This design comes from an exercise in tuning for small area on the open sky130 flow, not from production work.
In this exercise RTL edits were held to simulation tests only and were not proved equivalent to the original.
The clock port is modelled as an ideal driver; clocking choices that lean on that would not hold on a real chip.
Power is estimated from default activity; no workload was simulated.

==> flow/design.v <==
module full_adder(input logic a, b, cin,
						output logic s, cout);
	assign s = a ^ b ^ cin;
	assign cout = (a & b) | (a | b) & cin;
endmodule
module n_bit_rc_adder #(parameter N = 8, parameter ZERO_CIN = 0)
					(input logic [N-1:0] a, b,
					input logic cin,
					output logic [N-1:0] s,
					output logic cout);
	logic [N:0] c;
	genvar i;
	generate
		for (i = 0; i < N; i = i + 1) begin : bits
			if (i == 0 && ZERO_CIN) begin : ha
				assign s[i]   = a[i] ^ b[i];
				assign c[i+1] = a[i] & b[i];
			end else begin : fa
				full_adder fa_i(.a(a[i]), .b(b[i]), .cin(c[i]), .s(s[i]), .cout(c[i+1]));
			end
		end
	endgenerate
	assign c[0] = ZERO_CIN ? 1'b0 : cin;
	assign cout = c[N];
endmodule
module and8 (input logic [7:0] x, output logic y);
	assign y = &x;
endmodule
module carry_merge (input logic g, p, c, output logic y);
	assign y = g | (p & c);
endmodule
module pipelined_adder (
	input logic [31:0] a,
	input logic [31:0] b,
	output logic [31:0] s,
	input logic cin, clk, rstn, valid_in,
	output logic cout, valid_out);
	logic [31:0] bs, bs_q;
	logic [3:0]  g, g_q;
	genvar i, j;
	generate
		for (i = 0; i < 4; i = i + 1) begin : blocks
			n_bit_rc_adder #(.N(8), .ZERO_CIN(i != 0)) adder(
				.a(a[8*i +: 8]),
				.b(b[8*i +: 8]),
				.cin(cin),
				.s(bs[8*i +: 8]),
				.cout(g[i])
			);
		end
	endgenerate
	always_ff @(posedge clk) begin
		valid_out <= rstn & valid_in;
		bs_q <= bs;
		g_q <= g;
	end
	logic [2:1] p;
	logic [3:1] bc;
	assign bc[1] = g_q[0];
	generate
		for (i = 1; i < 3; i = i + 1) begin : carries
			and8 all_ones(.x(bs_q[8*i +: 8]), .y(p[i]));
			carry_merge merge(.g(g_q[i]), .p(p[i]), .c(bc[i]), .y(bc[i+1]));
		end
	endgenerate
	assign s[7:0] = bs_q[7:0];
	logic [8:0] t [3:1];
	generate
		for (i = 1; i < 4; i = i + 1) begin : incs
			assign t[i][0] = bc[i];
			for (j = 0; j < 8; j = j + 1) begin : bits
				assign s[8*i + j] = bs_q[8*i + j] ^ t[i][j];
				assign t[i][j+1] = bs_q[8*i + j] & t[i][j];
			end
		end
	endgenerate
	assign cout = g_q[3] | t[3][8];
endmodule
==> flow/config.mk <==
export PLATFORM = sky130hd
export DESIGN_NAME = pipelined_adder
export DESIGN_NICKNAME = pipelined_adder
export VERILOG_FILES = /design/flow/design.v
export SDC_FILE = /design/flow/constraint.sdc
export NUM_CORES = 4
export LEC_CHECK = 0
export CAP_MARGIN = 20
export CORE_MARGIN = 2
export CORE_UTILIZATION = 52
export SLEW_MARGIN = 20
export SYNTH_HIERARCHICAL = 1
==> flow/constraint.sdc <==
create_clock -name core_clock -period 4.5 [get_ports {clk}]
set_input_delay 0.9000 -clock core_clock [delete_from_list [all_inputs] [get_ports {clk}]]
set_output_delay 0.9000 -clock core_clock [all_outputs]
set_load 0.01 [all_outputs]
standard.sh (not shown) runs the stock make flow with config.mk's settings and CLKGATE_MAP_FILE= SYNTH_SCRIPT=/design/flow/synth_recipe.tcl, a recipe that flattens the netlist after the stock synthesis.
==> flow/flow/run.sh <==
#!/bin/bash
# The standard layout, with two changes: the port buffers are the smallest
# buffer (buf_1) instead of the one buffer_ports picks, and the clock is
# buffered by pre_cts.tcl (a few clock buffers, no H-tree, no dummy loads).
set -euo pipefail
here=$(pwd)
export BUFFER_PORTS_ARGS="-buffer_cell sky130_fd_sc_hd__buf_1"
export CTS_ARGS="-sink_clustering_enable -repair_clock_nets -dont_use_dummy_load"
export PRE_CTS_TCL="$here/flow/pre_cts.tcl"
export CLOCK_GROUPS=${CLOCK_GROUPS:-1}
export CLOCK_BUF=${CLOCK_BUF:-sky130_fd_sc_hd__clkbuf_16}
bash standard.sh > "$here/orfs_flow.log" 2>&1
==> flow/flow/pre_cts.tcl <==
# Clock buffering for this small design: instead of an H-tree, CLOCK_GROUPS
# clock buffers (CLOCK_BUF) each drive one group of flip-flops, grouped by x
# position and placed at the group's centre. Every flip-flop gets its clock
# through exactly one buffer of the same type. CTS then finds the clock net
# already buffered and leaves it as it is.
set ngroups $::env(CLOCK_GROUPS)
set ffs {}
foreach inst [[ord::get_db_block] getInsts] {
  if {[[$inst getMaster] isSequential]} {
    set b [$inst getBBox]
    lappend ffs [list [expr {([$b xMin] + [$b xMax]) / 2}] [expr {([$b yMin] + [$b yMax]) / 2}] $inst]
  }
}
set ffs [lsort -integer -index 0 $ffs]
set n [llength $ffs]
set dbu [[ord::get_db_tech] getDbUnitsPerMicron]
for {set g 0} {$g < $ngroups} {incr g} {
  set lo [expr {$g * $n / $ngroups}]
  set hi [expr {($g + 1) * $n / $ngroups - 1}]
  set xs 0; set ys 0; set pins {}
  foreach f [lrange $ffs $lo $hi] {
    lassign $f x y inst
    set xs [expr {$xs + $x}]; set ys [expr {$ys + $y}]
    lappend pins [get_pins [$inst getName]/CLK]
  }
  set m [expr {$hi - $lo + 1}]
  set loc [list [expr {$xs / $m / double($dbu)}] [expr {$ys / $m / double($dbu)}]]
  insert_buffer -buffer_cell $::env(CLOCK_BUF) -net clk -load_pins $pins \
    -location $loc -buffer_name clkbuf_grp$g -net_name clk_grp$g
}
The baseline passed the timing, DRC and antenna checks.
Edit:
--- a/flow/flow/run.sh
+++ b/flow/flow/run.sh
@@ -10,2 +10,2 @@
-export CLOCK_GROUPS=${CLOCK_GROUPS:-1}
-export CLOCK_BUF=${CLOCK_BUF:-sky130_fd_sc_hd__clkbuf_16}
+export CLOCK_GROUPS=${CLOCK_GROUPS:-2}
+export CLOCK_BUF=${CLOCK_BUF:-sky130_fd_sc_hd__clkbuf_8}
After rerunning:
- The new run completed without violations
- sequential share of layout area is about the same
- worst hold slack improves by 14 ps
- via count stays flat

---

Setup of the baseline:
pipelined_adder, a different RTL version from the one above (not shown whole).
For scale: about 120 cells after synthesis, about 37 flip-flops, about 1800 sq um of cells after synthesis.
==> flow/config.mk <==
export PLATFORM = sky130hd
export DESIGN_NAME = pipelined_adder
export DESIGN_NICKNAME = pipelined_adder
export VERILOG_FILES = /design/flow/design.v
export SDC_FILE = /design/flow/constraint.sdc
export NUM_CORES = 4
export LEC_CHECK = 0
export CAP_MARGIN = 20
export CORE_MARGIN = 2
export CORE_UTILIZATION = 52
export SLEW_MARGIN = 20
export SYNTH_HIERARCHICAL = 1
==> flow/constraint.sdc <==
create_clock -name core_clock -period 4.5 [get_ports {clk}]
set_input_delay 0.9000 -clock core_clock [delete_from_list [all_inputs] [get_ports {clk}]]
set_output_delay 0.9000 -clock core_clock [all_outputs]
set_load 0.01 [all_outputs]
==> flow/flow/run.sh <==
#!/bin/bash
# The standard layout, with two changes: the port buffers are the smallest
# buffer (buf_1) instead of the one buffer_ports picks, and CTS inserts no
# dummy loads.
set -euo pipefail
export BUFFER_PORTS_ARGS="-buffer_cell sky130_fd_sc_hd__buf_1"
export CTS_ARGS="-sink_clustering_enable -repair_clock_nets -dont_use_dummy_load"
bash standard.sh > orfs_flow.log 2>&1
Both conditions hold for the baseline: the flow ran to the end and the final layout passed the timing, DRC and antenna checks.
> inputs changed (the baseline -> the candidate)
Settings: a deleted SYNTH_HIERARCHICAL that had been 1; a change of CORE_UTILIZATION from 52 to 40.
==> flow/run.sh (new file) <==
#!/bin/bash
# synth_recipe.tcl (not shown) runs the flow's synth.tcl, then flattens the netlist and writes it again
# the make line also repeats each setting of config.mk as NAME=value (left out here)
make -C /OpenROAD-flow-scripts/flow DESIGN_CONFIG=/design/flow/config.mk WORK_HOME=/design/flow/orfs CLKGATE_MAP_FILE= SYNTH_SCRIPT=/design/flow/synth_recipe.tcl finish
removed: flow/flow/run.sh
removed: flow/standard.sh
## What came out
- The candidate packs its core looser than the baseline.
- When the final numbers for the baseline and the candidate were put side by side, the vertical die dimension turned out to be smaller in the baseline.
- The candidate: number of placed instances with taps included is 42 higher than what the baseline reported.
- The candidate against the baseline: total number of vias saw an increase; routed wire length saw an increase; clock group share of total power saw an increase; first-pass GRT wire length saw an increase.

---

## alpha
pipelined_adder, a different RTL version from the one above (not shown whole).
For scale: roughly 110 cells after synthesis, roughly 37 flip-flops.
clock: 4.5 ns
lec_check: 0
cap_margin: 20
core_margin: 2
core_utilization: 52
slew_margin: 20
synth_hierarchical: 1
==> flow/flow/run.sh <==
#!/bin/bash
# The standard layout, with two changes: the port buffers are the smallest
# buffer (buf_1) instead of the one buffer_ports picks, and the clock is
# buffered by pre_cts.tcl (a few clock buffers, no H-tree, no dummy loads).
set -euo pipefail
here=$(pwd)
export BUFFER_PORTS_ARGS="-buffer_cell sky130_fd_sc_hd__buf_1"
export CTS_ARGS="-sink_clustering_enable -repair_clock_nets -dont_use_dummy_load"
export PRE_CTS_TCL="$here/flow/pre_cts.tcl"
export CLOCK_GROUPS=${CLOCK_GROUPS:-2}
export CLOCK_BUF=${CLOCK_BUF:-sky130_fd_sc_hd__clkbuf_8}
bash standard.sh > "$here/orfs_flow.log" 2>&1
Scripts as last shown in full above: flow/flow/pre_cts.tcl
diff inputs: alpha => beta
diff --git a/flow/flow/run.sh b/flow/flow/run.sh
--- a/flow/flow/run.sh
+++ b/flow/flow/run.sh
@@ -8,5 +8,5 @@
 export CTS_ARGS="-sink_clustering_enable -repair_clock_nets -dont_use_dummy_load"
 export PRE_CTS_TCL="$here/flow/pre_cts.tcl"
-export CLOCK_GROUPS=${CLOCK_GROUPS:-2}
-export CLOCK_BUF=${CLOCK_BUF:-sky130_fd_sc_hd__clkbuf_8}
+export CLOCK_GROUPS=${CLOCK_GROUPS:-1}
+export CLOCK_BUF=${CLOCK_BUF:-sky130_fd_sc_hd__clkbuf_16}
 bash standard.sh > "$here/orfs_flow.log" 2>&1
Notes after the runs:
~same global-route usage in alpha and beta
Proportion of power drawn by flip-flops and latches (higher): alpha
Compared with alpha, in beta via count did not really move; hold slack lower; routed wire length +1.9%.
beta went all the way through the flow, and no timing, DRC or antenna check failed.
beta: post-layout instance count excluding filler cells is 0.40% lower than what alpha reported.

-- port drivers added, routing unchanged --
In the flow no input, the clock included, has a driving cell. The finished layouts below were timed again as built, in two steps.
Step 1 assumes that a clkbuf_16 drives the clock port and a buf_2 every other input.
Step 2 also shifts input and output timing later by t, the mid clock arrival at the registers, as if the neighbouring blocks saw the same clock.
Slacks: no drivers / after step 1 / after step 2; pairs: no drivers / after step 1.
run	shift t [ns]	setup slack, ns	hold WS [ns]	worst setup path at the end	pins driven straight from the clock port
the first run of note 1	0.207	0.397 / 0.406 / 0.199	0.903 / 0.898 / 1.105	input to register	1
the second run of note 1	0.195	0.376 / 0.390 / 0.195	0.917 / 0.909 / 1.104	input to register	2
the baseline	0.350	0.534 / 0.534 / 0.184	0.743 / 0.751 / 1.101	input to register	1
the candidate	0.309	0.311 / 0.317 / 0.007	1.170 / 1.181 / 1.491	input to register	1
alpha	0.191	0.376 / 0.387 / 0.197	0.923 / 0.912 / 1.102	input to register	2
beta	0.209	0.368 / 0.377 / 0.167	0.901 / 0.893 / 1.102	input to register	1
After both steps every run listed still meets setup and hold. The setup slack of the baseline, which loses most, moves by 0.000 ns with the drivers and by -0.350 ns with both steps.
